This design comes from an exercise in tuning for small area and a short achievable clock period on the open sky130 flow, not from production work.
Only simulation tests tie the RTL to the original design; equivalence was not proved.
No activity file was given, so power comes from the tool's default toggle rates.

**design/flow/flow/run.sh**
```bash
#!/bin/bash
# Standard ORFS layout with three changes:
#  - after the standard synthesis, full adders are re-polarised (flow/fapol.py)
#    to drop most of the inverters Yosys leaves between them;
#  - input ports are buffered with buf_4 (flow/pre_place.tcl) and output
#    ports with buf_1, instead of the default buffer cell.
# Each tool's output goes to a log file of its own in this folder.
set -euo pipefail
R=orfs/results/${FLOW_PLATFORM}/systolic_array/base
bash standard.sh synth > synth.log 2>&1
python3 flow/fapol.py $R/1_2_yosys.v $R/1_2_yosys_pol.v > fapol.log 2>&1
cp $R/1_2_yosys.v 1_2_yosys_std.v
mv $R/1_2_yosys_pol.v $R/1_2_yosys.v
rm -f $R/1_synth.odb $R/1_synth.sdc
export PRE_GLOBAL_PLACE_TCL=$PWD/flow/pre_place.tcl
export POST_GLOBAL_PLACE_TCL=$PWD/flow/post_place.tcl
export BUFFER_PORTS_ARGS="-outputs -buffer_cell sky130_fd_sc_hd__buf_1"
bash standard.sh finish > layout.log 2>&1
```
**design/flow/design.v**
```verilog
module mac_add13c (
  input  logic [12:0] x, y,
  input  logic ci,
  output logic [12:0] s,
  output logic        co
);
  wire [12:0] g = x & y;
  wire [12:0] p = x ^ y;
  wire G1_1 = g[1] | (p[1] & g[0]);
  wire P1_1 = p[1] & p[0];
  wire G1_3 = g[3] | (p[3] & g[2]);
  wire P1_3 = p[3] & p[2];
  wire G1_5 = g[5] | (p[5] & g[4]);
  wire P1_5 = p[5] & p[4];
  wire G1_7 = g[7] | (p[7] & g[6]);
  wire P1_7 = p[7] & p[6];
  wire G1_9 = g[9] | (p[9] & g[8]);
  wire P1_9 = p[9] & p[8];
  wire G1_11 = g[11] | (p[11] & g[10]);
  wire P1_11 = p[11] & p[10];
  wire G2_2 = g[2] | (p[2] & G1_1);
  wire P2_2 = p[2] & P1_1;
  wire G2_3 = G1_3 | (P1_3 & G1_1);
  wire P2_3 = P1_3 & P1_1;
  wire G2_6 = g[6] | (p[6] & G1_5);
  wire P2_6 = p[6] & P1_5;
  wire G2_7 = G1_7 | (P1_7 & G1_5);
  wire P2_7 = P1_7 & P1_5;
  wire G2_10 = g[10] | (p[10] & G1_9);
  wire P2_10 = p[10] & P1_9;
  wire G2_11 = G1_11 | (P1_11 & G1_9);
  wire P2_11 = P1_11 & P1_9;
  wire G4_4 = g[4] | (p[4] & G2_3);
  wire P4_4 = p[4] & P2_3;
  wire G4_5 = G1_5 | (P1_5 & G2_3);
  wire P4_5 = P1_5 & P2_3;
  wire G4_6 = G2_6 | (P2_6 & G2_3);
  wire P4_6 = P2_6 & P2_3;
  wire G4_7 = G2_7 | (P2_7 & G2_3);
  wire P4_7 = P2_7 & P2_3;
  wire G4_12 = g[12] | (p[12] & G2_11);
  wire P4_12 = p[12] & P2_11;
  wire G8_8 = g[8] | (p[8] & G4_7);
  wire P8_8 = p[8] & P4_7;
  wire G8_9 = G1_9 | (P1_9 & G4_7);
  wire P8_9 = P1_9 & P4_7;
  wire G8_10 = G2_10 | (P2_10 & G4_7);
  wire P8_10 = P2_10 & P4_7;
  wire G8_11 = G2_11 | (P2_11 & G4_7);
  wire P8_11 = P2_11 & P4_7;
  wire G8_12 = G4_12 | (P4_12 & G4_7);
  wire P8_12 = P4_12 & P4_7;
  assign s[0] = p[0] ^ ci;
  assign s[1] = p[1] ^ (g[0] | (p[0] & ci));
  assign s[2] = p[2] ^ (G1_1 | (P1_1 & ci));
  assign s[3] = p[3] ^ (G2_2 | (P2_2 & ci));
  assign s[4] = p[4] ^ (G2_3 | (P2_3 & ci));
  assign s[5] = p[5] ^ (G4_4 | (P4_4 & ci));
  assign s[6] = p[6] ^ (G4_5 | (P4_5 & ci));
  assign s[7] = p[7] ^ (G4_6 | (P4_6 & ci));
  assign s[8] = p[8] ^ (G4_7 | (P4_7 & ci));
  assign s[9] = p[9] ^ (G8_8 | (P8_8 & ci));
  assign s[10] = p[10] ^ (G8_9 | (P8_9 & ci));
  assign s[11] = p[11] ^ (G8_10 | (P8_10 & ci));
  assign s[12] = p[12] ^ (G8_11 | (P8_11 & ci));
  assign co = G8_12 | (P8_12 & ci);
endmodule
module mac (
  input  logic clk,
  input  logic zero,       
  input  logic [7:0] a,    
  input  logic [7:0] b,    
  output logic [31:0] accumulate
);
  logic [15:0] lo_q, hi_q;
  logic up_q, dn_q;
  logic [15:0] hi_v, lo, hi;
  always_comb begin
    for (int i = 0; i < 16; i++) begin
      hi_v[i] = hi_q[i] ^ ((up_q & (&(hi_q | (16'hffff << i)))) |
                           (dn_q & ~(|(hi_q & ~(16'hffff << i)))));
    end
  end
  assign lo = lo_q & {16{~zero}};
  assign hi = hi_v & {16{~zero}};
  assign accumulate = {hi, lo};
  wire pp1 = a[0] & b[0];
  wire pp2 = a[0] & b[1];
  wire pp3 = a[0] & b[2];
  wire pp4 = a[0] & b[3];
  wire pp5 = a[0] & b[4];
  wire pp6 = a[0] & b[5];
  wire pp7 = a[0] & b[6];
  wire pp8 = ~(a[0] & b[7]);
  wire pp9 = a[1] & b[0];
  wire pp10 = a[1] & b[1];
  wire pp11 = a[1] & b[2];
  wire pp12 = a[1] & b[3];
  wire pp13 = a[1] & b[4];
  wire pp14 = a[1] & b[5];
  wire pp15 = a[1] & b[6];
  wire pp16 = ~(a[1] & b[7]);
  wire pp17 = a[2] & b[0];
  wire pp18 = a[2] & b[1];
  wire pp19 = a[2] & b[2];
  wire pp20 = a[2] & b[3];
  wire pp21 = a[2] & b[4];
  wire pp22 = a[2] & b[5];
  wire pp23 = a[2] & b[6];
  wire pp24 = ~(a[2] & b[7]);
  wire pp25 = a[3] & b[0];
  wire pp26 = a[3] & b[1];
  wire pp27 = a[3] & b[2];
  wire pp28 = a[3] & b[3];
  wire pp29 = a[3] & b[4];
  wire pp30 = a[3] & b[5];
  wire pp31 = a[3] & b[6];
  wire pp32 = ~(a[3] & b[7]);
  wire pp33 = a[4] & b[0];
  wire pp34 = a[4] & b[1];
  wire pp35 = a[4] & b[2];
  wire pp36 = a[4] & b[3];
  wire pp37 = a[4] & b[4];
  wire pp38 = a[4] & b[5];
  wire pp39 = a[4] & b[6];
  wire pp40 = ~(a[4] & b[7]);
  wire pp41 = a[5] & b[0];
  wire pp42 = a[5] & b[1];
  wire pp43 = a[5] & b[2];
  wire pp44 = a[5] & b[3];
  wire pp45 = a[5] & b[4];
  wire pp46 = a[5] & b[5];
  wire pp47 = a[5] & b[6];
  wire pp48 = ~(a[5] & b[7]);
  wire pp49 = a[6] & b[0];
  wire pp50 = a[6] & b[1];
  wire pp51 = a[6] & b[2];
  wire pp52 = a[6] & b[3];
  wire pp53 = a[6] & b[4];
  wire pp54 = a[6] & b[5];
  wire pp55 = a[6] & b[6];
  wire pp56 = ~(a[6] & b[7]);
  wire pp57 = ~(a[7] & b[0]);
  wire pp58 = ~(a[7] & b[1]);
  wire pp59 = ~(a[7] & b[2]);
  wire pp60 = ~(a[7] & b[3]);
  wire pp61 = ~(a[7] & b[4]);
  wire pp62 = ~(a[7] & b[5]);
  wire pp63 = ~(a[7] & b[6]);
  wire pp64 = a[7] & b[7];
  wire s65 = lo[5] ^ pp6;
  wire c66 = lo[5] & pp6;
  wire s67 = lo[6] ^ pp7 ^ pp14;
  wire c68 = (lo[6] & pp7) | (lo[6] & pp14) | (pp7 & pp14);
  wire s69 = pp21 ^ pp28;
  wire c70 = pp21 & pp28;
  wire s71 = lo[7] ^ pp8 ^ pp15;
  wire c72 = (lo[7] & pp8) | (lo[7] & pp15) | (pp8 & pp15);
  wire s73 = pp22 ^ pp29 ^ pp36;
  wire c74 = (pp22 & pp29) | (pp22 & pp36) | (pp29 & pp36);
  wire s75 = pp43 ^ pp50;
  wire c76 = pp43 & pp50;
  wire s77 = 1'b1 ^ lo[8] ^ pp16;
  wire c78 = (1'b1 & lo[8]) | (1'b1 & pp16) | (lo[8] & pp16);
  wire s79 = pp23 ^ pp30 ^ pp37;
  wire c80 = (pp23 & pp30) | (pp23 & pp37) | (pp30 & pp37);
  wire s81 = pp44 ^ pp51 ^ pp58;
  wire c82 = (pp44 & pp51) | (pp44 & pp58) | (pp51 & pp58);
  wire s83 = lo[9] ^ pp24 ^ pp31;
  wire c84 = (lo[9] & pp24) | (lo[9] & pp31) | (pp24 & pp31);
  wire s85 = pp38 ^ pp45 ^ pp52;
  wire c86 = (pp38 & pp45) | (pp38 & pp52) | (pp45 & pp52);
  wire s87 = lo[10] ^ pp32 ^ pp39;
  wire c88 = (lo[10] & pp32) | (lo[10] & pp39) | (pp32 & pp39);
  wire s89 = lo[3] ^ pp4;
  wire c90 = lo[3] & pp4;
  wire s91 = lo[4] ^ pp5 ^ pp12;
  wire c92 = (lo[4] & pp5) | (lo[4] & pp12) | (pp5 & pp12);
  wire s93 = pp19 ^ pp26;
  wire c94 = pp19 & pp26;
  wire s95 = pp13 ^ pp20 ^ pp27;
  wire c96 = (pp13 & pp20) | (pp13 & pp27) | (pp20 & pp27);
  wire s97 = pp34 ^ pp41 ^ s65;
  wire c98 = (pp34 & pp41) | (pp34 & s65) | (pp41 & s65);
  wire s99 = pp35 ^ pp42 ^ pp49;
  wire c100 = (pp35 & pp42) | (pp35 & pp49) | (pp42 & pp49);
  wire s101 = c66 ^ s69 ^ s67;
  wire c102 = (c66 & s69) | (c66 & s67) | (s69 & s67);
  wire s103 = pp57 ^ c70 ^ s75;
  wire c104 = (pp57 & c70) | (pp57 & s75) | (c70 & s75);
  wire s105 = c68 ^ s71 ^ s73;
  wire c106 = (c68 & s71) | (c68 & s73) | (s71 & s73);
  wire s107 = c76 ^ c72 ^ c74;
  wire c108 = (c76 & c72) | (c76 & c74) | (c72 & c74);
  wire s109 = s77 ^ s79 ^ s81;
  wire c110 = (s77 & s79) | (s77 & s81) | (s79 & s81);
  wire s111 = pp59 ^ c78 ^ c80;
  wire c112 = (pp59 & c78) | (pp59 & c80) | (c78 & c80);
  wire s113 = c82 ^ s83 ^ s85;
  wire c114 = (c82 & s83) | (c82 & s85) | (s83 & s85);
  wire s115 = pp46 ^ pp53 ^ pp60;
  wire c116 = (pp46 & pp53) | (pp46 & pp60) | (pp53 & pp60);
  wire s117 = c84 ^ c86 ^ s87;
  wire c118 = (c84 & c86) | (c84 & s87) | (c86 & s87);
  wire s119 = lo[11] ^ pp40 ^ pp47;
  wire c120 = (lo[11] & pp40) | (lo[11] & pp47) | (pp40 & pp47);
  wire s121 = pp54 ^ pp61 ^ c88;
  wire c122 = (pp54 & pp61) | (pp54 & c88) | (pp61 & c88);
  wire s123 = lo[12] ^ pp48 ^ pp55;
  wire c124 = (lo[12] & pp48) | (lo[12] & pp55) | (pp48 & pp55);
  wire s125 = lo[2] ^ pp3;
  wire c126 = lo[2] & pp3;
  wire s127 = pp11 ^ pp18 ^ pp25;
  wire c128 = (pp11 & pp18) | (pp11 & pp25) | (pp18 & pp25);
  wire s129 = pp33 ^ c90 ^ s93;
  wire c130 = (pp33 & c90) | (pp33 & s93) | (c90 & s93);
  wire s131 = c94 ^ c92 ^ s95;
  wire c132 = (c94 & c92) | (c94 & s95) | (c92 & s95);
  wire s133 = c96 ^ s99 ^ c98;
  wire c134 = (c96 & s99) | (c96 & c98) | (s99 & c98);
  wire s135 = c100 ^ s103 ^ c102;
  wire c136 = (c100 & s103) | (c100 & c102) | (s103 & c102);
  wire s137 = c104 ^ c106 ^ s107;
  wire c138 = (c104 & c106) | (c104 & s107) | (c106 & s107);
  wire s139 = c108 ^ c110 ^ s111;
  wire c140 = (c108 & c110) | (c108 & s111) | (c110 & s111);
  wire s141 = s115 ^ c112 ^ c114;
  wire c142 = (s115 & c112) | (s115 & c114) | (c112 & c114);
  wire s143 = c116 ^ s119 ^ c118;
  wire c144 = (c116 & s119) | (c116 & c118) | (s119 & c118);
  wire s145 = pp62 ^ c120 ^ s123;
  wire c146 = (pp62 & c120) | (pp62 & s123) | (c120 & s123);
  wire s147 = lo[13] ^ pp56 ^ pp63;
  wire c148 = (lo[13] & pp56) | (lo[13] & pp63) | (pp56 & pp63);
  wire s149 = lo[1] ^ pp2;
  wire c150 = lo[1] & pp2;
  wire s151 = pp10 ^ pp17 ^ s125;
  wire c152 = (pp10 & pp17) | (pp10 & s125) | (pp17 & s125);
  wire s153 = c126 ^ s89 ^ s127;
  wire c154 = (c126 & s89) | (c126 & s127) | (s89 & s127);
  wire s155 = c128 ^ s91 ^ s129;
  wire c156 = (c128 & s91) | (c128 & s129) | (s91 & s129);
  wire s157 = c130 ^ s97 ^ s131;
  wire c158 = (c130 & s97) | (c130 & s131) | (s97 & s131);
  wire s159 = c132 ^ s101 ^ s133;
  wire c160 = (c132 & s101) | (c132 & s133) | (s101 & s133);
  wire s161 = s105 ^ c134 ^ s135;
  wire c162 = (s105 & c134) | (s105 & s135) | (c134 & s135);
  wire s163 = s109 ^ c136 ^ s137;
  wire c164 = (s109 & c136) | (s109 & s137) | (c136 & s137);
  wire s165 = s113 ^ c138 ^ s139;
  wire c166 = (s113 & c138) | (s113 & s139) | (c138 & s139);
  wire s167 = s117 ^ c140 ^ s141;
  wire c168 = (s117 & c140) | (s117 & s141) | (c140 & s141);
  wire s169 = s121 ^ c142 ^ s143;
  wire c170 = (s121 & c142) | (s121 & s143) | (c142 & s143);
  wire s171 = c122 ^ s145 ^ c144;
  wire c172 = (c122 & s145) | (c122 & c144) | (s145 & c144);
  wire s173 = c124 ^ s147 ^ c146;
  wire c174 = (c124 & s147) | (c124 & c146) | (s147 & c146);
  wire s175 = lo[14] ^ pp64 ^ c148;
  wire c176 = (lo[14] & pp64) | (lo[14] & c148) | (pp64 & c148);
  wire s177 = 1'b1 ^ lo[15];
  wire c178 = 1'b1 & lo[15];
  wire [15:0] ra = {c176, c174, c172, c170, c168, c166, c164, c162, c160, c158, c156, c154, c152, c150, s149, lo[0]};
  wire [15:0] rb = {s177, s175, s173, s171, s169, s167, s165, s163, s161, s159, s157, s155, s153, s151, pp9, pp1};
  wire [15:0] sum;
  wire c16;
  wire [3:0] rc;
  assign rc[0] = 1'b0;
  for (genvar i = 0; i < 3; i++) begin : g_rip
    assign sum[i] = ra[i] ^ rb[i] ^ rc[i];
    assign rc[i+1] = (ra[i] & rb[i]) | (ra[i] & rc[i]) | (rb[i] & rc[i]);
  end
  mac_add13c u_add (.x(ra[15:3]), .y(rb[15:3]), .ci(rc[3]), .s(sum[15:3]), .co(c16));
  wire t16 = c178;
  always_ff @(posedge clk) begin
    lo_q <= sum;
    hi_q <= hi;
    up_q <= c16 & t16;
    dn_q <= ~c16 & ~t16;
  end
endmodule
module systolic_array #(
  parameter int ROW_DIM = 4
) (
  input logic clk, rst,
  input logic en, clear,
  input logic signed [7:0] row0_in, row1_in, row2_in, row3_in,
  input logic signed [7:0] col0_in, col1_in, col2_in, col3_in,
  output logic signed [31:0] mac00, mac01, mac02, mac03,  
  output logic signed [31:0] mac10, mac11, mac12, mac13,
  output logic signed [31:0] mac20, mac21, mac22, mac23,
  output logic signed [31:0] mac30, mac31, mac32, mac33
);
  logic [7:0] x1 [4], x2 [4], x3 [4];
  logic [3:1] valid;
  logic [7:0] col_in [4];
  assign col_in[0] = col0_in;
  assign col_in[1] = col1_in;
  assign col_in[2] = col2_in;
  assign col_in[3] = col3_in;
  always_ff @(posedge clk or posedge rst) begin
    if (rst) valid <= '0;
    else if (clear) valid <= '0;
    else if (en) valid <= {valid[2:1], 1'b1};
  end
  logic zero;
  always_ff @(posedge clk or posedge rst) begin
    if (rst) zero <= 1'b1;
    else zero <= clear | (zero & ~en);
  end
  always_ff @(posedge clk) begin
    if (en) begin
      for (int c = 0; c < 4; c++) begin
        x1[c] <= col_in[c];
        x2[c] <= x1[c];
        x3[c] <= x2[c];
      end
    end
  end
  logic [7:0] a0, a1, a2, a3;
  assign a0 = row0_in & {8{en}};
  assign a1 = row1_in & {8{en}};
  assign a2 = row2_in & {8{en}};
  assign a3 = row3_in & {8{en}};
  logic [7:0] b1 [4], b2 [4], b3 [4];
  always_comb begin
    for (int c = 0; c < 4; c++) begin
      b1[c] = x1[c] & {8{valid[1]}};
      b2[c] = x2[c] & {8{valid[2]}};
      b3[c] = x3[c] & {8{valid[3]}};
    end
  end
  mac u00 (.clk, .zero, .a(a0), .b(col0_in), .accumulate(mac00));
  mac u01 (.clk, .zero, .a(a1), .b(b1[0]),   .accumulate(mac01));
  mac u02 (.clk, .zero, .a(a2), .b(b2[0]),   .accumulate(mac02));
  mac u03 (.clk, .zero, .a(a3), .b(b3[0]),   .accumulate(mac03));
  mac u10 (.clk, .zero, .a(a0), .b(col1_in), .accumulate(mac10));
  mac u11 (.clk, .zero, .a(a1), .b(b1[1]),   .accumulate(mac11));
  mac u12 (.clk, .zero, .a(a2), .b(b2[1]),   .accumulate(mac12));
  mac u13 (.clk, .zero, .a(a3), .b(b3[1]),   .accumulate(mac13));
  mac u20 (.clk, .zero, .a(a0), .b(col2_in), .accumulate(mac20));
  mac u21 (.clk, .zero, .a(a1), .b(b1[2]),   .accumulate(mac21));
  mac u22 (.clk, .zero, .a(a2), .b(b2[2]),   .accumulate(mac22));
  mac u23 (.clk, .zero, .a(a3), .b(b3[2]),   .accumulate(mac23));
  mac u30 (.clk, .zero, .a(a0), .b(col3_in), .accumulate(mac30));
  mac u31 (.clk, .zero, .a(a1), .b(b1[3]),   .accumulate(mac31));
  mac u32 (.clk, .zero, .a(a2), .b(b2[3]),   .accumulate(mac32));
  mac u33 (.clk, .zero, .a(a3), .b(b3[3]),   .accumulate(mac33));
endmodule
```
**design/flow/config.mk**
```make
export PLATFORM = sky130hd
export DESIGN_NAME = systolic_array
export DESIGN_NICKNAME = systolic_array
export VERILOG_FILES = /design/flow/design.v
export SDC_FILE = /design/flow/constraint.sdc
export NUM_CORES = 4
export LEC_CHECK = 0
export CAP_MARGIN = 20
export CORE_MARGIN = 2
export CORE_UTILIZATION = 62
export CTS_BUF_LIST = sky130_fd_sc_hd__clkbuf_4 sky130_fd_sc_hd__clkbuf_8
export SETUP_SLACK_MARGIN = 3.7
export SLEW_MARGIN = 20
export SYNTH_HIERARCHICAL = 1
```
**design/flow/standard.sh**
```bash
#!/bin/bash
# synth_recipe.tcl (not shown) runs the flow's synth.tcl, then flattens the netlist and writes it again
# the make line also repeats each setting of config.mk as NAME=value (left out here)
make -C /OpenROAD-flow-scripts/flow DESIGN_CONFIG=/design/flow/config.mk WORK_HOME=/design/flow/orfs CLKGATE_MAP_FILE= SYNTH_SCRIPT=/design/flow/synth_recipe.tcl "${@:-finish}"
```
**design/flow/flow/fapol.py**
```python
#!/usr/bin/env python3
"""Re-polarise full adders in a flat sky130hd Yosys netlist.

A full adder is self-dual: FA(~a,~b,~c) = (~sum, ~cout).  Yosys's extract_fa
leaves many inverters between adders; this flips adders (inverting all their
inputs and outputs) where that lowers the number of inverters needed, then
rebuilds the inverters: one per signal that some load needs inverted.
usage: fapol.py IN.v OUT.v"""
import re, sys
from collections import defaultdict

src = open(sys.argv[1]).read()
m = re.search(r'^module\s+(\S+)\s*\((.*?)\);', src, re.S | re.M)
top_ports = set(p.strip() for p in m.group(2).split(','))
inst_re = re.compile(r'^(\s*)(sky130_fd_sc_hd__\w+)\s+(\S+)\s*\((.*?)\);\n', re.S | re.M)
pin_re = re.compile(r'\.(\w+)\(\s*(.*?)\s*\)(?=\s*,|\s*$)', re.S)

OUTS = {'X', 'Y', 'Q', 'Q_N', 'SUM', 'COUT', 'HI', 'LO'}
insts = []          # dicts: type, name, pins(dict), span
for mm in inst_re.finditer(src):
    pins = {k: v.strip() for k, v in pin_re.findall(mm.group(4))}
    insts.append(dict(type=mm.group(2), name=mm.group(3), pins=pins, span=mm.span(), indent=mm.group(1)))

driver = {}
loads = defaultdict(list)   # net -> [(inst_idx, pin)]
for i, c in enumerate(insts):
    for p, n in c['pins'].items():
        if p in OUTS:
            driver[n] = (i, p)
        else:
            loads[n].append((i, p))

def is_inv(c):
    return c['type'] in ('sky130_fd_sc_hd__inv_1', 'sky130_fd_sc_hd__inv_2', 'sky130_fd_sc_hd__clkinv_1')

assigned = set()
for am in re.finditer(r'^\s*assign\s+(.*?)\s*=\s*(.*?);', src, re.M):
    assigned.add(am.group(1).strip()); assigned.add(am.group(2).strip())

def portlike(n):
    base = n.split('[')[0].strip()
    return base in top_ports or n in assigned or base in assigned

# removable inverters: input driven by a non-inverter cell, output not portlike
rem = set()
for i, c in enumerate(insts):
    if is_inv(c):
        a, y = c['pins']['A'], c['pins']['Y']
        d = driver.get(a)
        if d is None or is_inv(insts[d[0]]) or portlike(y) or portlike(a):
            continue
        # keep inverters that feed other inverters (chains) as they are
        if any(is_inv(insts[j]) for j, _ in loads[y]):
            continue
        rem.add(i)

# consumers per root: root = net driven by non-inverter (or anything not removed)
# need list entries: (inst_idx, pin, pol) with pol relative to root
need = defaultdict(list)
for n, ls in list(loads.items()):
    d = driver.get(n)
    if d is not None and d[0] in rem:
        continue   # handled through the inverter below
    for (j, p) in ls:
        if j in rem:
            continue
        need[n].append((j, p, 0))
for i in rem:
    a, y = insts[i]['pins']['A'], insts[i]['pins']['Y']
    for (j, p) in loads[y]:
        need[a].append((j, p, 1))

FA = [i for i, c in enumerate(insts) if c['type'].startswith('sky130_fd_sc_hd__fa_')]
isfa = set(FA)
flip = {i: 0 for i in FA}
# simple gates that can invert their output by swapping to the complementary
# cell: type -> (complement type, output pin map, area change)
P = 'sky130_fd_sc_hd__'
COMP = {
    P + 'and2_1': (P + 'nand2_1', ('X', 'Y'), -2.5024),
    P + 'nand2_1': (P + 'and2_1', ('Y', 'X'), 2.5024),
    P + 'or2_1': (P + 'nor2_1', ('X', 'Y'), -2.5024),
    P + 'nor2_1': (P + 'or2_1', ('Y', 'X'), 2.5024),
    P + 'and3_1': (P + 'nand3_1', ('X', 'Y'), -1.2512),
    P + 'nand3_1': (P + 'and3_1', ('Y', 'X'), 1.2512),
    P + 'xor2_1': (P + 'xnor2_1', ('X', 'Y'), 0.0),
    P + 'xnor2_1': (P + 'xor2_1', ('Y', 'X'), 0.0),
}
GATES = [i for i, c in enumerate(insts) if c['type'] in COMP]
gflip = {i: 0 for i in GATES}
INV_AREA = 3.7536

def gate_roots(i):
    c = insts[i]
    return {c['pins'][p] for p in c['pins'] if p in OUTS}

def gdelta(i):
    return COMP[insts[i]['type']][2] if gflip[i] else 0.0

for i in FA:
    for p in ('A', 'B', 'CIN'):
        n = insts[i]['pins'][p]
        if n.startswith("1'") or n not in need and driver.get(n) is None:
            flip[i] = None   # constant or undriven input: leave alone

def phys(r):
    d = driver.get(r)
    if d and d[0] in isfa and flip.get(d[0]):
        return 1
    if d and d[0] in gflip and gflip[d[0]]:
        return 1
    return 0

def root_cost(r):
    ph = phys(r)
    for (j, p, q) in need[r]:
        want = q ^ (flip[j] if j in isfa and flip[j] else 0)
        if want != ph:
            return 1
    return 0

def roots_of(i):
    rs = set()
    c = insts[i]
    for p in ('A', 'B', 'CIN'):
        rs.add(inroot[(i, p)])
    for p in ('SUM', 'COUT'):
        if p in c['pins']:
            rs.add(c['pins'][p])
    return rs

inroot = {}
for r, lst in need.items():
    for (j, p, q) in lst:
        inroot[(j, p)] = r
for i in FA:
    for p in ('A', 'B', 'CIN'):
        if (i, p) not in inroot:
            flip[i] = None

total0 = sum(root_cost(r) for r in need)
improved = True
rounds = 0
while improved and rounds < 50:
    improved = False; rounds += 1
    for i in FA:
        if flip[i] is None:
            continue
        # compound move: flip the adder and every swappable gate driving it
        gs = []
        for pn in ('A', 'B', 'CIN'):
            d = driver.get(inroot[(i, pn)])
            if d and d[0] in gflip and all(r in need for r in gate_roots(d[0])):
                gs.append(d[0])
        gs = sorted(set(gs))
        for move in ([], gs):
            rs = set(roots_of(i))
            for g in move:
                rs |= gate_roots(g)
            before = INV_AREA * sum(root_cost(r) for r in rs) + sum(gdelta(g) for g in move)
            flip[i] ^= 1
            for g in move:
                gflip[g] ^= 1
            after = INV_AREA * sum(root_cost(r) for r in rs) + sum(gdelta(g) for g in move)
            if after < before - 1e-9:
                improved = True
                break
            flip[i] ^= 1
            for g in move:
                gflip[g] ^= 1
# simulated annealing on top of the greedy result, now also over the gates
improved = True
while improved:
    improved = False
    for i in GATES:
        rs = gate_roots(i)
        if not all(r in need for r in rs):
            continue
        before = INV_AREA * sum(root_cost(r) for r in rs) + gdelta(i)
        gflip[i] ^= 1
        after = INV_AREA * sum(root_cost(r) for r in rs) + gdelta(i)
        if after < before - 1e-9:
            improved = True
        else:
            gflip[i] ^= 1
    for i in FA:
        if flip[i] is None:
            continue
        # compound move: flip the adder and every swappable gate driving it
        gs = []
        for pn in ('A', 'B', 'CIN'):
            d = driver.get(inroot[(i, pn)])
            if d and d[0] in gflip and all(r in need for r in gate_roots(d[0])):
                gs.append(d[0])
        gs = sorted(set(gs))
        for move in ([], gs):
            rs = set(roots_of(i))
            for g in move:
                rs |= gate_roots(g)
            before = INV_AREA * sum(root_cost(r) for r in rs) + sum(gdelta(g) for g in move)
            flip[i] ^= 1
            for g in move:
                gflip[g] ^= 1
            after = INV_AREA * sum(root_cost(r) for r in rs) + sum(gdelta(g) for g in move)
            if after < before - 1e-9:
                improved = True
                break
            flip[i] ^= 1
            for g in move:
                gflip[g] ^= 1
import random, math
rng = random.Random(1)
cand = [i for i in FA if flip[i] is not None]
rootsets = {i: roots_of(i) for i in cand}
cur = sum(root_cost(r) for r in need)
best = cur; best_flip = dict(flip)
T = 2.0
steps = 200 * len(cand)
for step in range(steps):
    i = rng.choice(cand)
    rs = rootsets[i]
    before = sum(root_cost(r) for r in rs)
    flip[i] ^= 1
    d = sum(root_cost(r) for r in rs) - before
    if d <= 0 or rng.random() < math.exp(-d / T):
        cur += d
        if cur < best:
            best = cur; best_flip = dict(flip)
    else:
        flip[i] ^= 1
    T = max(0.05, 2.0 * (1 - step / steps))
flip = best_flip
total1 = sum(root_cost(r) for r in need)
print(f"inverters removable {len(rem)}; roots needing an inverter {total0} -> {total1}; "
      f"flipped {sum(1 for v in flip.values() if v)} of {len(FA)}", file=sys.stderr)

# rebuild: for each root, physical polarity ph; loads wanting ~ph get net inv_<k>
newpins = {i: dict(c['pins']) for i, c in enumerate(insts)}
new_invs = []
k = 0
for r, lst in need.items():
    ph = phys(r)
    wrong = []
    for (j, p, q) in lst:
        if (q ^ (flip[j] if j in isfa and flip[j] else 0)) != ph:
            wrong.append((j, p))
        else:
            newpins[j][p] = r
    if not wrong:
        continue
    k += 1
    nn = f"_fapol_{k}_"
    new_invs.append((f"_fapol_inv_{k}_", r, nn))
    for (j, p) in wrong:
        newpins[j][p] = nn
def esc(n):
    return n + " " if n.startswith("\\") else n

# flipped FA outputs keep their net names (they now carry the complement)
out = []
pos = 0
wires = []
for i, c in enumerate(insts):
    s, e = c['span']
    out.append(src[pos:s]); pos = e
    if i in rem:
        continue
    pins = newpins[i]
    if i in gflip and gflip[i]:
        ct, (po, pn), _ = COMP[c['type']]
        pins = {(pn if k == po else k): v for k, v in pins.items()}
        c = dict(c); c['type'] = ct
    body = ",\n".join(f"{c['indent']}    .{p}({esc(n)})" for p, n in pins.items())
    out.append(f"{c['indent']}{c['type']} {c['name']} (\n{body}\n{c['indent']}  );\n")
out.append(src[pos:])
txt = "".join(out)
decl = "".join(f"  wire {nn};\n" for _, _, nn in new_invs)
cells = "".join(f"  sky130_fd_sc_hd__inv_1 {name} (\n    .A({esc(r)}),\n    .Y({nn})\n  );\n" for name, r, nn in new_invs)
idx = txt.rindex("endmodule")
txt = txt[:idx] + cells + txt[idx:]
# declare wires right after the port list
mm = re.search(r'^module\s+\S+\s*\(.*?\);\n', txt, re.S | re.M)
txt = txt[:mm.end()] + decl + txt[mm.end():]
open(sys.argv[2], 'w').write(txt)
print(f"removed {len(rem)} inverters, added {len(new_invs)}; swapped {sum(gflip.values())} gates "
      f"(area change {sum(gdelta(i) for i in GATES):.1f})", file=sys.stderr)
```
**design/flow/constraint.sdc**
```tcl
create_clock -name core_clock -period 9.0 [get_ports {clk}]
set_input_delay 1.8000 -clock core_clock [delete_from_list [all_inputs] [get_ports {clk}]]
set_output_delay 1.8000 -clock core_clock [all_outputs]
set_load 0.01 [all_outputs]
```
**design/flow/flow/pre_place.tcl**
```tcl
# Remove synthesis buffers (as the timing-driven placement does) and buffer
# the input ports here with buf_4; global_place.tcl then buffers the outputs.
# The input buffers are marked dont_touch so that the timing-driven
# placement's remove_buffers keeps them.
remove_buffers
buffer_ports -inputs -buffer_cell sky130_fd_sc_hd__buf_4
foreach inst [get_cells -filter "ref_name == sky130_fd_sc_hd__buf_4"] {
  set_dont_touch $inst
}
```
**design/flow/flow/post_place.tcl**
```tcl
# Undo the dont_touch of pre_place.tcl once global placement is done, so that
# later steps treat the input buffers like any other cell.
foreach inst [get_cells -filter "ref_name == sky130_fd_sc_hd__buf_4"] {
  unset_dont_touch $inst
}
```
==> results.sh, run 1 <==
export IMPL_peakVddDrop_v=0.0002112
export IMPL_first_iter_violations=2964
export IMPL_core_area_um2=96420
export IMPL_die_w_um=315.5
export IMPL_grt_overflow=0
export IMPL_cts_htree_levels=3
export IMPL_clk_pin_slew_ns=0.06
export IMPL_numCtsBuffers=119
export IMPL_hold_viol=0
export IMPL_die_area_um2=99560
export IMPL_start_kind="primary input"
export IMPL_ys_warn_count=22
export IMPL_drv_slew=0
export IMPL_cts_path_max_buffers=3
export IMPL_ios=580
export IMPL_cp_common_cell="fa_1"
export IMPL_viasPerCell=5.751
export IMPL_cts_root_buf="clkbuf_8"
export IMPL_power_leakage_nw=28.80
export IMPL_critPathCaptureType="flip-flop"
export IMPL_syn_nets=7310
export IMPL_grt_setup_unrepaired="no"
export IMPL_wl_per_cell_um=20.78
export IMPL_crit_path_max_incr_delay_ns=0.50
export IMPL_antenna_left=0
export IMPL_start_util_pct=62.40
export IMPL_antenna_found_initial=7
export IMPL_period_share_pct=58.16
export IMPL_grt_pass1_wl_mm=258.1
export IMPL_biggestRegsByFlops="x1: 32 flops, x2: 32 flops, x3: 32 flops"
export IMPL_slowest_stage="fa_1"
export IMPL_die_h_um=315.5
export IMPL_dr_pass1_iters=5
export IMPL_status="no timing/DRC/antenna violations"
export IMPL_clkLatencyLatePin_ns=0.82
export IMPL_design_area_um2=67690
export IMPL_grtUsageTotal_pct=33.02
export IMPL_portBuffers=579
export IMPL_drive_gt1_share_pct=13.22
export IMPL_placed_area_um2=64220
export IMPL_setup_viol=0
export IMPL_final_min_clock_period_ns=5.234
export IMPL_nets=7906
export IMPL_num_vias=46290
export IMPL_rows=114
export IMPL_skew_ns=0.04407
export IMPL_power_density_nw_per_um2=278.5
export IMPL_finalSetupTns_ns=0
export IMPL_max_cap_violations=0
export IMPL_syn_to_final_growth_pct=12.50
export IMPL_cp_data_arrival_time_ns=5.96
export IMPL_required_ns=9.73
export IMPL_drt_wl_total_mm=167.3
export IMPL_dp_hpwl_mm=117.6
export IMPL_grt_max_degree=122
export IMPL_fmaxAchievable_ghz=0.1910
export IMPL_ctsHoldBuffers=0
export IMPL_power_w=0.01885
export IMPL_min_delay_path_class="flip-flop to flip-flop"
export IMPL_path_class="primary input to flip-flop"
export IMPL_cts_sinks=644
export IMPL_route_detailed_drc=0
export IMPL_worstPathCellList="clkbuf_16 -> and2_4 -> nand2_1 -> fa_1 -> fa_1 -> inv_1 -> fa_1 -> fa_1 -> ha_4 -> and3_4 -> nand4_1 -> a21boi_2 -> mux2_4 -> a211oi_2"
export IMPL_cp_max_fo=16
export IMPL_worst_slew_pin_slew_ns=0.7253
export IMPL_synthCells=6074
export IMPL_grt_pass1_vias=47070
export IMPL_syn_area_um2=60170
export IMPL_tritoncts="done"
export IMPL_avgSynthCellArea_um2=9.906
export IMPL_relSlewSlack_pct=51.20
## layout make-up
cell class | count | area [um^2]
multi-input cells | 4764 | 44580
repair buffers | 627 | 3100
clock inverters | 34 | 315.3
clock buffers | 185 | 2271
flip-flops and latches | 644 | 13880
fillers | 7755 | 28730
inverters | 514 | 1929
well taps | 1276 | 1597
diodes | 5 | 12.51
## layout by cell type, fill, tap and decap left out, types with 44 or more instances in the layout
| master | n |
|---|---|
| fa_1 | 790 |
| and2_1 | 610 |
| nand2_1 | 571 |
| dfxtp_1 | 544 |
| inv_1 | 514 |
| buf_1 | 512 |
| nor2_1 | 404 |
| nor2b_1 | 368 |
| ha_1 | 304 |
| nor3_1 | 160 |
| xnor2_1 | 144 |
| clkbuf_8 | 141 |
| nand4_1 | 112 |
| mux2_2 | 96 |
| xor2_1 | 96 |
| edfxtp_1 | 96 |
| a21oi_1 | 95 |
| buf_4 | 95 |
| a21oi_2 | 81 |
| a32oi_1 | 64 |
| nand2b_1 | 64 |
| and2_2 | 48 |
| nor4_1 | 48 |
| a31oi_1 | 48 |
| ha_4 | 48 |
| clkbuf_4 | 44 |
## critical path, delay by kind of cell
family          cells  cell delay, ns
buf+inv             2            0.23
mux                 1            0.34
fa+ha+maj           5            2.21
compound gates      2            0.54
simple gates        4            0.81
## metrics by stage
stage / hold slack, ns / setup slack (ns) / util, % / cells
finish: 0.4386 / 3.766 / 70.20 / 8049
CTS: 0.4384 / 3.724 / 69.75 / 8013
global placement: 0.4224 / 2.143 / 66.60 / 7752
global route: 0.4478 / 3.671 / 70.20 / 8048
floorplan: 0.4179 / 3.252 / - / 6074
detailed placement: 0.4247 / 2.025 / 66.60 / 7752
## final timing paths
path                                   endpoint  cells after the start  slack (ns)          startpoint
max                        u30.lo_q[14]$_DFF_P_                     14        3.77                  en
min                          x3[1][3]$_DFFE_PP_                      0        0.44  x2[1][3]$_DFFE_PP_
max reg2reg                u23.lo_q[14]$_DFF_P_                     13        3.94      zero$_DFF_PP1_
min reg2reg                  x3[1][3]$_DFFE_PP_                      0        0.44  x2[1][3]$_DFFE_PP_
max in group asynchronous        zero$_DFF_PP1_                      2        7.86                 rst
min in group asynchronous  valid[2]$_DFFE_PP0P_                      2        0.88                 rst
## repair_timing
item,in CTS,in global routing
pin swaps,26,19
setup buffers,16,14
gates resized for setup,15,11
gates cloned,26,17
setup endpoints to repair,134,61
## power by group
part,internal (W),switching [W],leakage (nW),total [W]
sequential,0.00400,0.000950,5.48,0.00495
combinational,0.00508,0.00572,21.9,0.0108
clock,0.00174,0.00136,1.39,0.00310
## routing by layer
metal | wire (um) | GRT usage [%] | share of wire (%)
met5 | 30 | 0 | 0.018
met4 | 8683 | 14.69 | 5.2
met3 | 12670 | 6.782 | 7.6
met2 | 79540 | 54.89 | 48
met1 | 66360 | 41.78 | 40
==> inputs of run 2 (changes only) <==
--- a/design/flow/config.mk
+++ b/design/flow/config.mk
@@ -9,6 +9,7 @@
 export CORE_MARGIN = 2
 export CORE_UTILIZATION = 62
 export CTS_BUF_LIST = sky130_fd_sc_hd__clkbuf_4 sky130_fd_sc_hd__clkbuf_8
+export PLACE_DENSITY = 0.75
 export SETUP_SLACK_MARGIN = 3.7
 export SLEW_MARGIN = 20
 export SYNTH_HIERARCHICAL = 1
==> results.sh, run 2 <==
export IMPL_status="no timing/DRC/antenna violations"
export IMPL_grt_pass1_vias=47160
export IMPL_r2r_slack_ns=3.87
export IMPL_cts_htree_levels=3
export IMPL_clkLatencyLatePin_ns=0.82
export IMPL_grt_overflow=0
export IMPL_biggestRegsByFlops="x1: 32 flops, x2: 32 flops, x3: 32 flops"
export IMPL_nets=7905
export IMPL_path_class="primary input to flip-flop"
export IMPL_design_area_um2=67740
export IMPL_drive_gt1_share_pct=13.19
export IMPL_avgSynthCellArea_um2=9.906
export IMPL_min_delay_path_class="flip-flop to flip-flop"
export IMPL_ios=580
export IMPL_fill_cells=7453
export IMPL_hold_viol=0
export IMPL_grt_max_degree=161
export IMPL_first_iter_violations=3103
export IMPL_drt_wl_total_mm=167.0
export IMPL_pwr_share_clk_pct=16.7
export IMPL_p_int_w=0.01085
export IMPL_relSlewSlack_pct=33.49
export IMPL_wl_met2_mm=80.54
export IMPL_cts_path_max_buffers=3
export IMPL_viasPerCell=5.794
export IMPL_met1_length_mm=63.98
export IMPL_syn_to_final_growth_pct=12.57
export IMPL_ys_warn_count=22
export IMPL_required_ns=9.74
export IMPL_die_area_um2=99560
export IMPL_dp_hpwl_mm=116.8
export IMPL_skew_ns=0.04512
export IMPL_antenna_found_initial=10
export IMPL_comb_power_share_pct=57.2
export IMPL_drv_slew=0
export IMPL_finalSetupTns_ns=0
export IMPL_multiInputGateArea_um2=44590
export IMPL_final_min_clock_period_ns=5.234
export IMPL_final_common_cell="fa_1"
export IMPL_dr_pass1_iters=5
export IMPL_grt_setup_unrepaired="no"
export IMPL_final_core_util_pct=70.25
export IMPL_setup_viol=0
export IMPL_grt_pass1_wl_mm=253.4
export IMPL_antenna_left=0
export IMPL_start_util_pct=62.40
export IMPL_synthCells=6074
export IMPL_worst_slew_pin_slew_ns=0.9976
export IMPL_portBuffers=579
export IMPL_placed_area_um2=64180
export IMPL_syn_area_um2=60170
export IMPL_route_detailed_drc=0
export IMPL_period_share_pct=58.15
export IMPL_mostFrequentLayoutCells="fa_1, and2_1, nand2_1"
export IMPL_num_vias=46660
export IMPL_critPathCaptureType="flip-flop"
export IMPL_die_h_um=315.5
export IMPL_fmaxAchievable_ghz=0.1911
export IMPL_sequential_cell_area_um2=13880
export IMPL_syn_nets=7310
export IMPL_die_w_um=315.5
export IMPL_cts_root_buf="clkbuf_8"
export IMPL_clk_pin_slew_ns=0.06
export IMPL_numCtsBuffers=118
export IMPL_cp_max_fo=13
export IMPL_p_switching_w=0.008084
export IMPL_route_met3_wl_mm=14.29
export IMPL_cts_sinks=644
export IMPL_tritoncts="done"
export IMPL_cp_data_arrival_time_ns=5.97
export IMPL_ctsHoldBuffers=0
export IMPL_routed_top_layer="met5"
export IMPL_grtUsageTotal_pct=32.41
export IMPL_switching_share_pct=42.70
export IMPL_wl_per_cell_um=20.73
export IMPL_peakVddDrop_v=0.0002511
export IMPL_start_kind="primary input"
export IMPL_power_leakage_nw=28.84
export IMPL_power_frac_seq_pct=26.1
export IMPL_rows=114
export IMPL_max_cap_violations=0
export IMPL_core_area_um2=96420
export IMPL_power_density_nw_per_um2=279.5
-- run 2: layout make-up --
cell class | count | area share [%]
multi-input cells | 4765 | 65.82
flip-flops and latches | 644 | 20.49
repair buffers | 626 | 4.568
clock buffers | 174 | 3.221
inverters | 514 | 2.848
well taps | 1276 | 2.357
clock inverters | 48 | 0.6724
diodes | 6 | 0.02217
-- run 2: worst paths after layout --
kind                                            from                    to  depth (start not counted)
worst min register to register    x2[1][3]$_DFFE_PP_    x3[1][3]$_DFFE_PP_                          0
worst max register to register  valid[1]$_DFFE_PP0P_  u11.lo_q[14]$_DFF_P_                         12
min in group asynchronous                        rst  valid[2]$_DFFE_PP0P_                          2
worst max-delay path                              en  u03.lo_q[14]$_DFF_P_                         16
max in group asynchronous                        rst        zero$_DFF_PP1_                          2
worst min-delay path              x2[1][3]$_DFFE_PP_    x3[1][3]$_DFFE_PP_                          0
-- run 2: critical path: stages --
cell,delay (ns)
buf_16,0.15
buf_16,0.17
and2_4,0.18
buf_4,0.17
and2_1,0.15
fa_1,0.42
fa_1,0.52
inv_1,0.05
fa_1,0.49
fa_1,0.45
ha_4,0.31
and3_4,0.21
nand4_1,0.13
a21boi_2,0.25
mux2_4,0.33
a211oi_2,0.18
-- run 2: per-stage QoR --
step	total power, W	cells	setup slack, ns	hold WS [ns]
final	0.01893	8053	3.766	0.4422
after global routing	0.02035	8048	3.691	0.4638
after CTS	0.01888	8006	3.624	0.4385
after detailed placement	0.01554	7747	1.988	0.4272
after global placement	0.01522	7747	2.151	0.4216
after floorplan	0.01342	6074	3.252	0.4179
-- run 2: power groups by stage --
| stage | registers (W) | clock network [W] | logic, W |
|---|---|---|---|
| global route | 0.00508 | 0.00333 | 0.0119 |
| floorplan | 0.00450 | 0 | 0.00891 |
| CTS | 0.00492 | 0.00321 | 0.0108 |
| finish | 0.00495 | 0.00315 | 0.0108 |
| detailed placement | 0.00496 | 0 | 0.0106 |
| global placement | 0.00491 | 0 | 0.0103 |
-- run 2: what timing repair did --
item | CTS | global route
cloned | 25 | 21
setup endpoints to repair | 136 | 57
pin swaps | 23 | 25
buffers inserted | 12 | 20
gates resized for setup | 21 | 5
-- run 2: routing by layer --
metal	GRT usage, %	vias to the layer above
met5	0	-
met4	14.57	10
met3	8.199	420
met2	54.58	1715
met1	39.33	23240
li1	-	21270
==> inputs of run 3 (changes only) <==
--- a/design/flow/config.mk
+++ b/design/flow/config.mk
@@ -9,6 +9,7 @@
 export CORE_MARGIN = 2
 export CORE_UTILIZATION = 62
 export CTS_BUF_LIST = sky130_fd_sc_hd__clkbuf_4 sky130_fd_sc_hd__clkbuf_8
+export GPL_ROUTABILITY_DRIVEN = 0
 export PLACE_DENSITY = 0.75
 export SETUP_SLACK_MARGIN = 3.7
 export SLEW_MARGIN = 20
==> results.sh, run 3 <==
export IMPL_dp_hpwl_mm=116.8
export IMPL_relSlewSlack_pct=33.49
export IMPL_drv_slew=0
export IMPL_hold_end="x3[1][3]$_DFFE_PP_"
export IMPL_drive_gt1_share_pct=13.19
export IMPL_cts_sinks=644
export IMPL_grt_overflow=0
export IMPL_viasPerCell=5.794
export IMPL_ios=580
export IMPL_portBuffers=579
export IMPL_skew_ns=0.04512
export IMPL_start_kind="primary input"
export IMPL_worstPathCellList="buf_16 -> buf_16 -> and2_4 -> buf_4 -> and2_1 -> fa_1 -> fa_1 -> inv_1 -> fa_1 -> fa_1 -> ha_4 -> and3_4 -> nand4_1 -> a21boi_2 -> mux2_4 -> a211oi_2"
export IMPL_slowest_stage="fa_1"
export IMPL_cp_data_arrival_time_ns=5.97
export IMPL_final_min_clock_period_ns=5.234
export IMPL_dp_slack_ns=1.988
export IMPL_antenna_left=0
export IMPL_antenna_found_initial=10
export IMPL_dp_cells=7747
export IMPL_route_detailed_drc=0
export IMPL_clk_pin_slew_ns=0.06
export IMPL_die_w_um=315.5
export IMPL_mostFrequentLayoutCells="fa_1, and2_1, nand2_1"
export IMPL_worst_slew_pin_slew_ns=0.9976
export IMPL_nets=7905
export IMPL_numCtsBuffers=118
export IMPL_finish_cell_count_without_fillers=8053
export IMPL_first_iter_violations=3103
export IMPL_setup_viol=0
export IMPL_grt_pass1_wl_mm=253.4
export IMPL_grt_setup_unrepaired="no"
export IMPL_synthCells=6074
export IMPL_r2r_slack_ns=3.87
export IMPL_worstReg2RegEnd="u11.lo_q[14]$_DFF_P_"
export IMPL_syn_to_final_growth_pct=12.57
export IMPL_grtUsageTotal_pct=32.41
export IMPL_start_util_pct=62.40
export IMPL_syn_nets=7310
export IMPL_cts_path_max_buffers=3
export IMPL_drt_wl_total_mm=167.0
export IMPL_rows=114
export IMPL_final_setup_worst_slack_ns=3.766
export IMPL_num_vias=46660
export IMPL_cp_max_fo=13
export IMPL_grt_pass1_vias=47160
export IMPL_cts_root_buf="clkbuf_8"
export IMPL_worstHoldStart="x2[1][3]$_DFFE_PP_"
export IMPL_status="no timing/DRC/antenna violations"
export IMPL_timing_rr_start="valid[1]$_DFFE_PP0P_"
export IMPL_die_area_um2=99560
export IMPL_finalSetupTns_ns=0
export IMPL_avgSynthCellArea_um2=9.906
export IMPL_tritoncts="done"
export IMPL_hold_depth=0
export IMPL_min_delay_path_class="flip-flop to flip-flop"
export IMPL_power_density_nw_per_um2=279.5
export IMPL_final_core_util_pct=70.25
export IMPL_clkLatencyLatePin_ns=0.82
export IMPL_hold_viol=0
export IMPL_core_area_um2=96420
export IMPL_cts_htree_levels=3
export IMPL_fmaxAchievable_ghz=0.1911
export IMPL_ys_warn_count=22
export IMPL_final_common_cell="fa_1"
export IMPL_period_share_pct=58.15
export IMPL_dr_pass1_iters=5
export IMPL_power_leakage_nw=28.84
export IMPL_cp_common_cell="fa_1"
export IMPL_grt_max_degree=161
export IMPL_critPathCaptureType="flip-flop"
export IMPL_biggestRegsByFlops="x1: 32 flops, x2: 32 flops, x3: 32 flops"
export IMPL_max_cap_violations=0
export IMPL_rr_worst_depth=12
export IMPL_die_h_um=315.5
export IMPL_ctsHoldBuffers=0
export IMPL_wl_per_cell_um=20.73
export IMPL_sequential_cell_area_um2=13880
export IMPL_peakVddDrop_v=0.0002511
export IMPL_fill_cells=7453
export IMPL_syn_area_um2=60170
export IMPL_multiInputGateArea_um2=44590
export IMPL_path_class="primary input to flip-flop"
export IMPL_required_ns=9.74
export IMPL_crit_path_max_incr_delay_ns=0.52
[run 3: worst max-delay path, delay by kind of cell]
| kind | cells | cell delay (ns) |
|---|---|---|
| multiplexers | 1 | 0.33 |
| buffers and inverters | 4 | 0.54 |
| AND/OR/NAND/NOR | 4 | 0.67 |
| AO/OA/AOI/OAI | 2 | 0.43 |
| adder cells (fa/ha/maj) | 5 | 2.19 |
[run 3: stage by stage]
stage | hold WS [ns] | cell area, um^2 | total power [W]
finish | 0.4422 | 67740 | 0.01893
global route | 0.4638 | 67730 | 0.02035
CTS | 0.4385 | 67260 | 0.01888
detailed placement | 0.4272 | 64180 | 0.01554
global placement | 0.4216 | 64180 | 0.01522
floorplan | 0.4179 | 61140 | 0.01342
[run 3: where the power goes]
part	leakage, nW	internal [W]	switching (W)	total, W
registers	5.48	0.00400	0.000950	0.00495
clock network	1.42	0.00177	0.00139	0.00315
logic	21.9	0.00508	0.00575	0.0108
[run 3: metal layers]
metal  wire (um)  track usage [%]
met1       63980            39.33
met2       80540            54.58
met3       14290            8.199
met4        8094            14.57
met5          56                0
[run 3: how the worst max path moves through the flow]
stage                    from                    to  slack [ns]  cells after the start
2_1_floorplan              en  u02.lo_q[14]$_DFF_P_        3.25                     15
3_3_place_gp               en  u23.lo_q[14]$_DFF_P_        2.15                     15
3_5_place_dp               en  u23.lo_q[14]$_DFF_P_        1.99                     15
4_1_cts        zero$_DFF_PP1_  u22.lo_q[14]$_DFF_P_        3.62                     13
5_1_grt                    en  u32.lo_q[14]$_DFF_P_        3.69                     15
6_report                   en  u03.lo_q[14]$_DFF_P_        3.77                     16
[run 3: final cells by class]
cell class                      count  area share [%]
Multi-Input combinational cell   4765           65.82
Sequential cell                   644           20.49
Timing Repair Buffer              626           4.568
Clock buffer                      174           3.221
Inverter                          514           2.848
Tap cell                         1276           2.357
Clock inverter                     48          0.6724
Antenna cell                        6         0.02217
[run 3: repair_timing]
action / in CTS / in global routing
setup endpoints to repair: 136 / 57
endpoints found under the hold margin: 0 / 0
pin swaps: 23 / 25
gates resized for setup: 21 / 5
buffers inserted: 12 / 20
gates cloned: 25 / 21
==> inputs of run 4 (changes only) <==
--- a/design/flow/config.mk
+++ b/design/flow/config.mk
@@ -9,8 +9,6 @@
 export CORE_MARGIN = 2
 export CORE_UTILIZATION = 62
 export CTS_BUF_LIST = sky130_fd_sc_hd__clkbuf_4 sky130_fd_sc_hd__clkbuf_8
-export GPL_ROUTABILITY_DRIVEN = 0
-export PLACE_DENSITY = 0.75
-export SETUP_SLACK_MARGIN = 3.7
+export SETUP_SLACK_MARGIN = 3.6
 export SLEW_MARGIN = 20
 export SYNTH_HIERARCHICAL = 1
==> results.sh, run 4 <==
export IMPL_status="no timing/DRC/antenna violations"
export IMPL_cp_data_arrival_time_ns=6.04
export IMPL_relSlewSlack_pct=32.96
export IMPL_antenna_found_initial=6
export IMPL_final_setup_worst_slack_ns=3.679
export IMPL_required_ns=9.72
export IMPL_whs_ns=0.4325
export IMPL_grt_pass1_wl_mm=252.7
export IMPL_grt_overflow=0
export IMPL_switching_share_pct=42.56
export IMPL_dr_pass1_iters=6
export IMPL_synthCells=6074
export IMPL_cts_root_buf="clkbuf_8"
export IMPL_clkLatencyLatePin_ns=0.82
export IMPL_drt_wl_total_mm=168.8
export IMPL_numCtsBuffers=117
export IMPL_syn_nets=7310
export IMPL_route_detailed_drc=0
export IMPL_grt_pass1_vias=46640
export IMPL_cts_htree_levels=3
export IMPL_fmaxAchievable_ghz=0.1879
export IMPL_multiInputGateArea_um2=44630
export IMPL_finish_cell_count_without_fillers=8060
export IMPL_power_density_nw_per_um2=278.6
export IMPL_pwr_share_clk_pct=16.5
export IMPL_portBuffers=579
export IMPL_dp_slack_ns=1.961
export IMPL_sequential_cell_area_um2=13880
export IMPL_skew_ns=0.03613
export IMPL_met1_length_mm=66.82
export IMPL_biggestRegsByFlops="x1: 32 flops, x2: 32 flops, x3: 32 flops"
export IMPL_avgSynthCellArea_um2=9.906
export IMPL_ys_warn_count=22
export IMPL_nets=7919
export IMPL_final_common_cell="fa_1"
export IMPL_tritoncts="done"
export IMPL_wl_met2_mm=81.34
export IMPL_grt_setup_unrepaired="no"
export IMPL_first_iter_violations=3121
export IMPL_placed_area_um2=64190
export IMPL_finalSetupTns_ns=0
export IMPL_power_frac_seq_pct=26.2
export IMPL_die_w_um=315.5
export IMPL_drive_gt1_share_pct=13.35
export IMPL_setup_viol=0
export IMPL_ios=580
export IMPL_syn_area_um2=60170
export IMPL_power_leakage_nw=28.88
export IMPL_num_vias=46390
export IMPL_route_met3_wl_mm=13.95
export IMPL_clk_pin_slew_ns=0.06
export IMPL_final_min_clock_period_ns=5.321
export IMPL_cts_path_max_buffers=3
export IMPL_period_share_pct=59.12
export IMPL_mostFrequentLayoutCells="fa_1, and2_1, nand2_1"
export IMPL_peakVddDrop_v=0.0002346
export IMPL_cp_startpoint="en"
export IMPL_die_area_um2=99560
export IMPL_comb_power_share_pct=57.3
export IMPL_cp_max_fo=21
export IMPL_min_delay_path_class="flip-flop to flip-flop"
export IMPL_path_class="primary input to flip-flop"
export IMPL_wl_per_cell_um=20.94
export IMPL_routed_top_layer="met5"
export IMPL_start_util_pct=62.40
export IMPL_die_h_um=315.5
export IMPL_worst_slew_pin_slew_ns=1.006
export IMPL_dp_hpwl_mm=117.7
export IMPL_design_area_um2=67810
export IMPL_dp_cells=7748
export IMPL_fill_cells=7647
export IMPL_rows=114
export IMPL_drv_slew=0
export IMPL_antenna_left=0
export IMPL_syn_to_final_growth_pct=12.70
export IMPL_timing_rr_start="zero$_DFF_PP1_"
export IMPL_hold_viol=0
export IMPL_start_kind="primary input"
export IMPL_grtUsageTotal_pct=32.27
export IMPL_grt_max_degree=166
export IMPL_worstHoldStart="x2[0][4]$_DFFE_PP_"
export IMPL_critPathCaptureType="flip-flop"
export IMPL_max_cap_violations=0
export IMPL_cts_sinks=644
export IMPL_viasPerCell=5.755
export IMPL_p_int_w=0.01085
export IMPL_p_switching_w=0.008041
export IMPL_core_area_um2=96420
## run 4: cell type report
type                    instances  area share, %
multi-input cells            4768          65.81
flip-flops and latches        644          20.47
repair buffers                638          4.690
clock buffers                 185          3.367
inverters                     514          2.845
well taps                    1276          2.354
clock inverters                31         0.4539
diodes                          4        0.01476
## run 4: power groups by stage
stage | sequential (W) | clock, W | combinational, W
6_report | 0.00495 | 0.00313 | 0.0108
3_5_place_dp | 0.00497 | 0 | 0.0106
2_1_floorplan | 0.00450 | 0 | 0.00891
4_1_cts | 0.00492 | 0.00319 | 0.0107
5_1_grt | 0.00509 | 0.00330 | 0.0120
3_3_place_gp | 0.00492 | 0 | 0.0103
## run 4: timing repair
action	in CTS	in global routing
resized for setup	14	12
buffers inserted	10	35
endpoints found under the setup margin	121	90
gates cloned	17	30
pin swaps	16	32
hold buffers	0	0
## run 4: through the flow
stage / total power, W / utilization [%]
finish: 0.01889 / 70.33
global route: 0.02035 / 70.32
CTS: 0.01881 / 69.53
detailed placement: 0.01555 / 66.57
global placement: 0.01523 / 66.57
floorplan: 0.01342 / -
## run 4: worst max-delay path, cell delays in order
cell and delay (ns):
buf_16 0.16, buf_16 0.18, and2_2 0.34, and2_1 0.20, fa_1 0.43, fa_1 0.42, fa_1 0.51, fa_1 0.46
ha_4 0.32, and3_4 0.21, nand4_1 0.16, a21boi_4 0.28, mux2_4 0.33, a211oi_2 0.18
## run 4: layer usage
layer / vias to the layer above / GRT usage [%]
li1: 21310 / -
met5: - / 0
met2: 1660 / 54.40
met1: 23030 / 41.08
met4: 2 / 12.06
met3: 380 / 6.690
## run 4: worst paths after layout
kind | cells past startpoint | to | slack (ns)
min reg2reg | 0 | x3[0][4]$_DFFE_PP_ | 0.43
max | 14 | u30.lo_q[14]$_DFF_P_ | 3.68
max in group asynchronous | 2 | zero$_DFF_PP1_ | 7.82
min | 0 | x3[0][4]$_DFFE_PP_ | 0.43
max reg2reg | 13 | u31.lo_q[14]$_DFF_P_ | 3.81
min in group asynchronous | 2 | valid[2]$_DFFE_PP0P_ | 0.94
==> inputs of run 5 (changes only) <==
--- a/design/flow/config.mk
+++ b/design/flow/config.mk
@@ -7,8 +7,8 @@
 export LEC_CHECK = 0
 export CAP_MARGIN = 20
 export CORE_MARGIN = 2
-export CORE_UTILIZATION = 62
+export CORE_UTILIZATION = 66
 export CTS_BUF_LIST = sky130_fd_sc_hd__clkbuf_4 sky130_fd_sc_hd__clkbuf_8
-export SETUP_SLACK_MARGIN = 3.6
+export SETUP_SLACK_MARGIN = 3.8
 export SLEW_MARGIN = 20
 export SYNTH_HIERARCHICAL = 1
==> results.sh, run 5 <==
export IMPL_status="no timing/DRC/antenna violations"
export IMPL_drt_wl_total_mm=165.8
export IMPL_period_share_pct=57.42
export IMPL_required_ns=9.74
export IMPL_whs_ns=0.4452
export IMPL_antenna_left=0
export IMPL_switching_share_pct=42.35
export IMPL_clk_pin_slew_ns=0.06
export IMPL_drv_slew=0
export IMPL_cp_max_fo=17
export IMPL_num_vias=46850
export IMPL_cts_htree_levels=3
export IMPL_grt_max_degree=104
export IMPL_comb_power_share_pct=56.9
export IMPL_grt_pass1_vias=47180
export IMPL_finish_cell_count_without_fillers=7989
export IMPL_clkLatencyLatePin_ns=0.85
export IMPL_drive_gt1_share_pct=13.73
export IMPL_final_setup_worst_slack_ns=3.832
export IMPL_syn_area_um2=60170
export IMPL_dr_pass1_iters=5
export IMPL_tritoncts="done"
export IMPL_cp_data_arrival_time_ns=5.91
export IMPL_critPathCaptureType="flip-flop"
export IMPL_setup_viol=0
export IMPL_viasPerCell=5.864
export IMPL_dp_hpwl_mm=114.9
export IMPL_relSlewSlack_pct=37.86
export IMPL_mostFrequentLayoutCells="fa_1, and2_1, nand2_1"
export IMPL_peakVddDrop_v=0.0002618
export IMPL_hold_viol=0
export IMPL_power_frac_seq_pct=26.0
export IMPL_cts_root_buf="clkbuf_8"
export IMPL_synthCells=6074
export IMPL_worst_slew_pin_slew_ns=0.9250
export IMPL_power_density_nw_per_um2=279.4
export IMPL_final_min_clock_period_ns=5.168
export IMPL_avgSynthCellArea_um2=9.906
export IMPL_grt_overflow=0
export IMPL_portBuffers=579
export IMPL_cts_sinks=644
export IMPL_ios=580
export IMPL_syn_nets=7310
export IMPL_p_int_w=0.01100
export IMPL_power_leakage_nw=29.17
export IMPL_ys_warn_count=22
export IMPL_first_iter_violations=3236
export IMPL_biggestRegsByFlops="x1: 32 flops, x2: 32 flops, x3: 32 flops"
export IMPL_antenna_found_initial=6
export IMPL_nets=7949
export IMPL_power_w=0.01908
export IMPL_pwr_share_clk_pct=17.1
export IMPL_min_delay_path_class="flip-flop to flip-flop"
export IMPL_die_h_um=305.9
export IMPL_p_switching_w=0.008080
export IMPL_skew_ns=0.07072
export IMPL_grt_setup_unrepaired="yes"
export IMPL_die_area_um2=93600
export IMPL_start_kind="primary input"
export IMPL_cts_path_max_buffers=3
export IMPL_core_area_um2=90150
export IMPL_rows=110
export IMPL_grtUsageTotal_pct=34.17
export IMPL_numCtsBuffers=119
export IMPL_fmaxAchievable_ghz=0.1935
export IMPL_final_common_cell="fa_1"
export IMPL_die_w_um=305.9
export IMPL_dp_slack_ns=1.934
export IMPL_syn_to_final_growth_pct=13.45
export IMPL_path_class="primary input to flip-flop"
export IMPL_finalSetupTns_ns=0
export IMPL_grt_pass1_wl_mm=253.3
export IMPL_start_util_pct=66.75
export IMPL_dp_cells=7650
export IMPL_wl_per_cell_um=20.76
export IMPL_route_detailed_drc=0
export IMPL_max_cap_violations=0
[run 5: area by class of cell]
| type | instances | area (um^2) |
|---|---|---|
| multi-input cells | 4772 | 44810 |
| clock inverters | 41 | 513.0 |
| fillers | 6548 | 21880 |
| clock buffers | 176 | 2222 |
| diodes | 4 | 10.01 |
| repair buffers | 662 | 3430 |
| well taps | 1176 | 1471 |
| inverters | 514 | 1929 |
| flip-flops and latches | 644 | 13880 |
[run 5: per-layer routing]
layer	vias up	part of all wire [%]	global-route usage, %
met2	1847	48	56.35
met4	8	4.5	13.62
met3	402	9.0	8.274
met5	-	0.032	0
li1	21350	-	-
met1	23240	39	43.48
[run 5: critical path, cell delays in order]
cell and delay (ns):
buf_16 0.17, and2_4 0.20, buf_4 0.20, and2_1 0.20, fa_1 0.47, fa_1 0.44
fa_1 0.53, fa_1 0.46, ha_4 0.32, and3_4 0.21, nand4_1 0.12, a21boi_2 0.25
mux2_4 0.32, a211oi_2 0.17
[run 5: power groups by stage]
stage	Sequential, W	Clock, W	Combinational (W)
after floorplan	0.00450	0	0.00892
after detailed placement	0.00497	0	0.0105
after CTS	0.00492	0.00331	0.0107
after global placement	0.00492	0	0.0103
after global routing	0.00509	0.00342	0.0120
final	0.00495	0.00326	0.0109
[run 5: worst paths after layout]
path,slack (ns),to,depth (start not counted),start
worst max-delay path,3.83,u12.lo_q[14]$_DFF_P_,14,en
worst min-delay path,0.45,x3[2][6]$_DFFE_PP_,0,x2[2][6]$_DFFE_PP_
worst max register to register,3.86,u32.lo_q[14]$_DFF_P_,13,zero$_DFF_PP1_
worst min register to register,0.45,x3[2][6]$_DFFE_PP_,0,x2[2][6]$_DFFE_PP_
max in group asynchronous,7.89,zero$_DFF_PP1_,2,rst
min in group asynchronous,0.88,valid[3]$_DFFE_PP0P_,2,rst
[run 5: stage by stage]
stage	util [%]	cell area, um^2
final	75.72	68260
after global routing	75.72	68260
after CTS	74.62	67270
after detailed placement	71.17	64160
after global placement	71.17	64160
after floorplan	-	61220
[run 5: timing repair]
| item | CTS | global route |
|---|---|---|
| pin swaps | 27 | 36 |
| setup buffers | 5 | 62 |
| endpoints found under the setup margin | 153 | 71 |
| resized for setup | 18 | 30 |
| hold buffers | 0 | 0 |
| gates cloned | 24 | 27 |

## what the ideal ports hide
The flow's constraints put no driver on any port. The routed layouts listed below were extracted and timed again, unchanged, in two steps. Step 1: set_driving_cell puts a clkbuf_16 on clk and a buf_2 on each other input, an assumption about the parent block. Step 2 also shifts input and output timing later by t, the mid clock arrival at the registers, as if the neighbouring blocks saw the same clock. Slacks: ideal / step 1 / step 2; pairs: ideal / step 1.
run | shift t [ns] | setup slack, ns | slew at the worst register clock pin (ns) | worst data-port slew with drivers (ns) | pins driven straight from the clock port
run 1 | 0.875 | 3.766 / 3.466 / 2.591 | 0.07 / 0.07 | 0.38 | 1
run 2 | 0.871 | 3.766 / 3.509 / 2.638 | 0.07 / 0.07 | 0.37 | 1
run 3 | 0.871 | 3.766 / 3.509 / 2.638 | 0.07 / 0.07 | 0.37 | 1
run 4 | 0.870 | 3.679 / 3.447 / 2.577 | 0.07 / 0.07 | 0.34 | 1
run 5 | 0.891 | 3.832 / 3.531 / 2.640 | 0.07 / 0.07 | 0.39 | 1
After both steps every run listed still meets setup and hold. For run 5, which loses most, drivers alone change the setup slack by -0.301 ns; drivers and shift together by -1.192 ns.
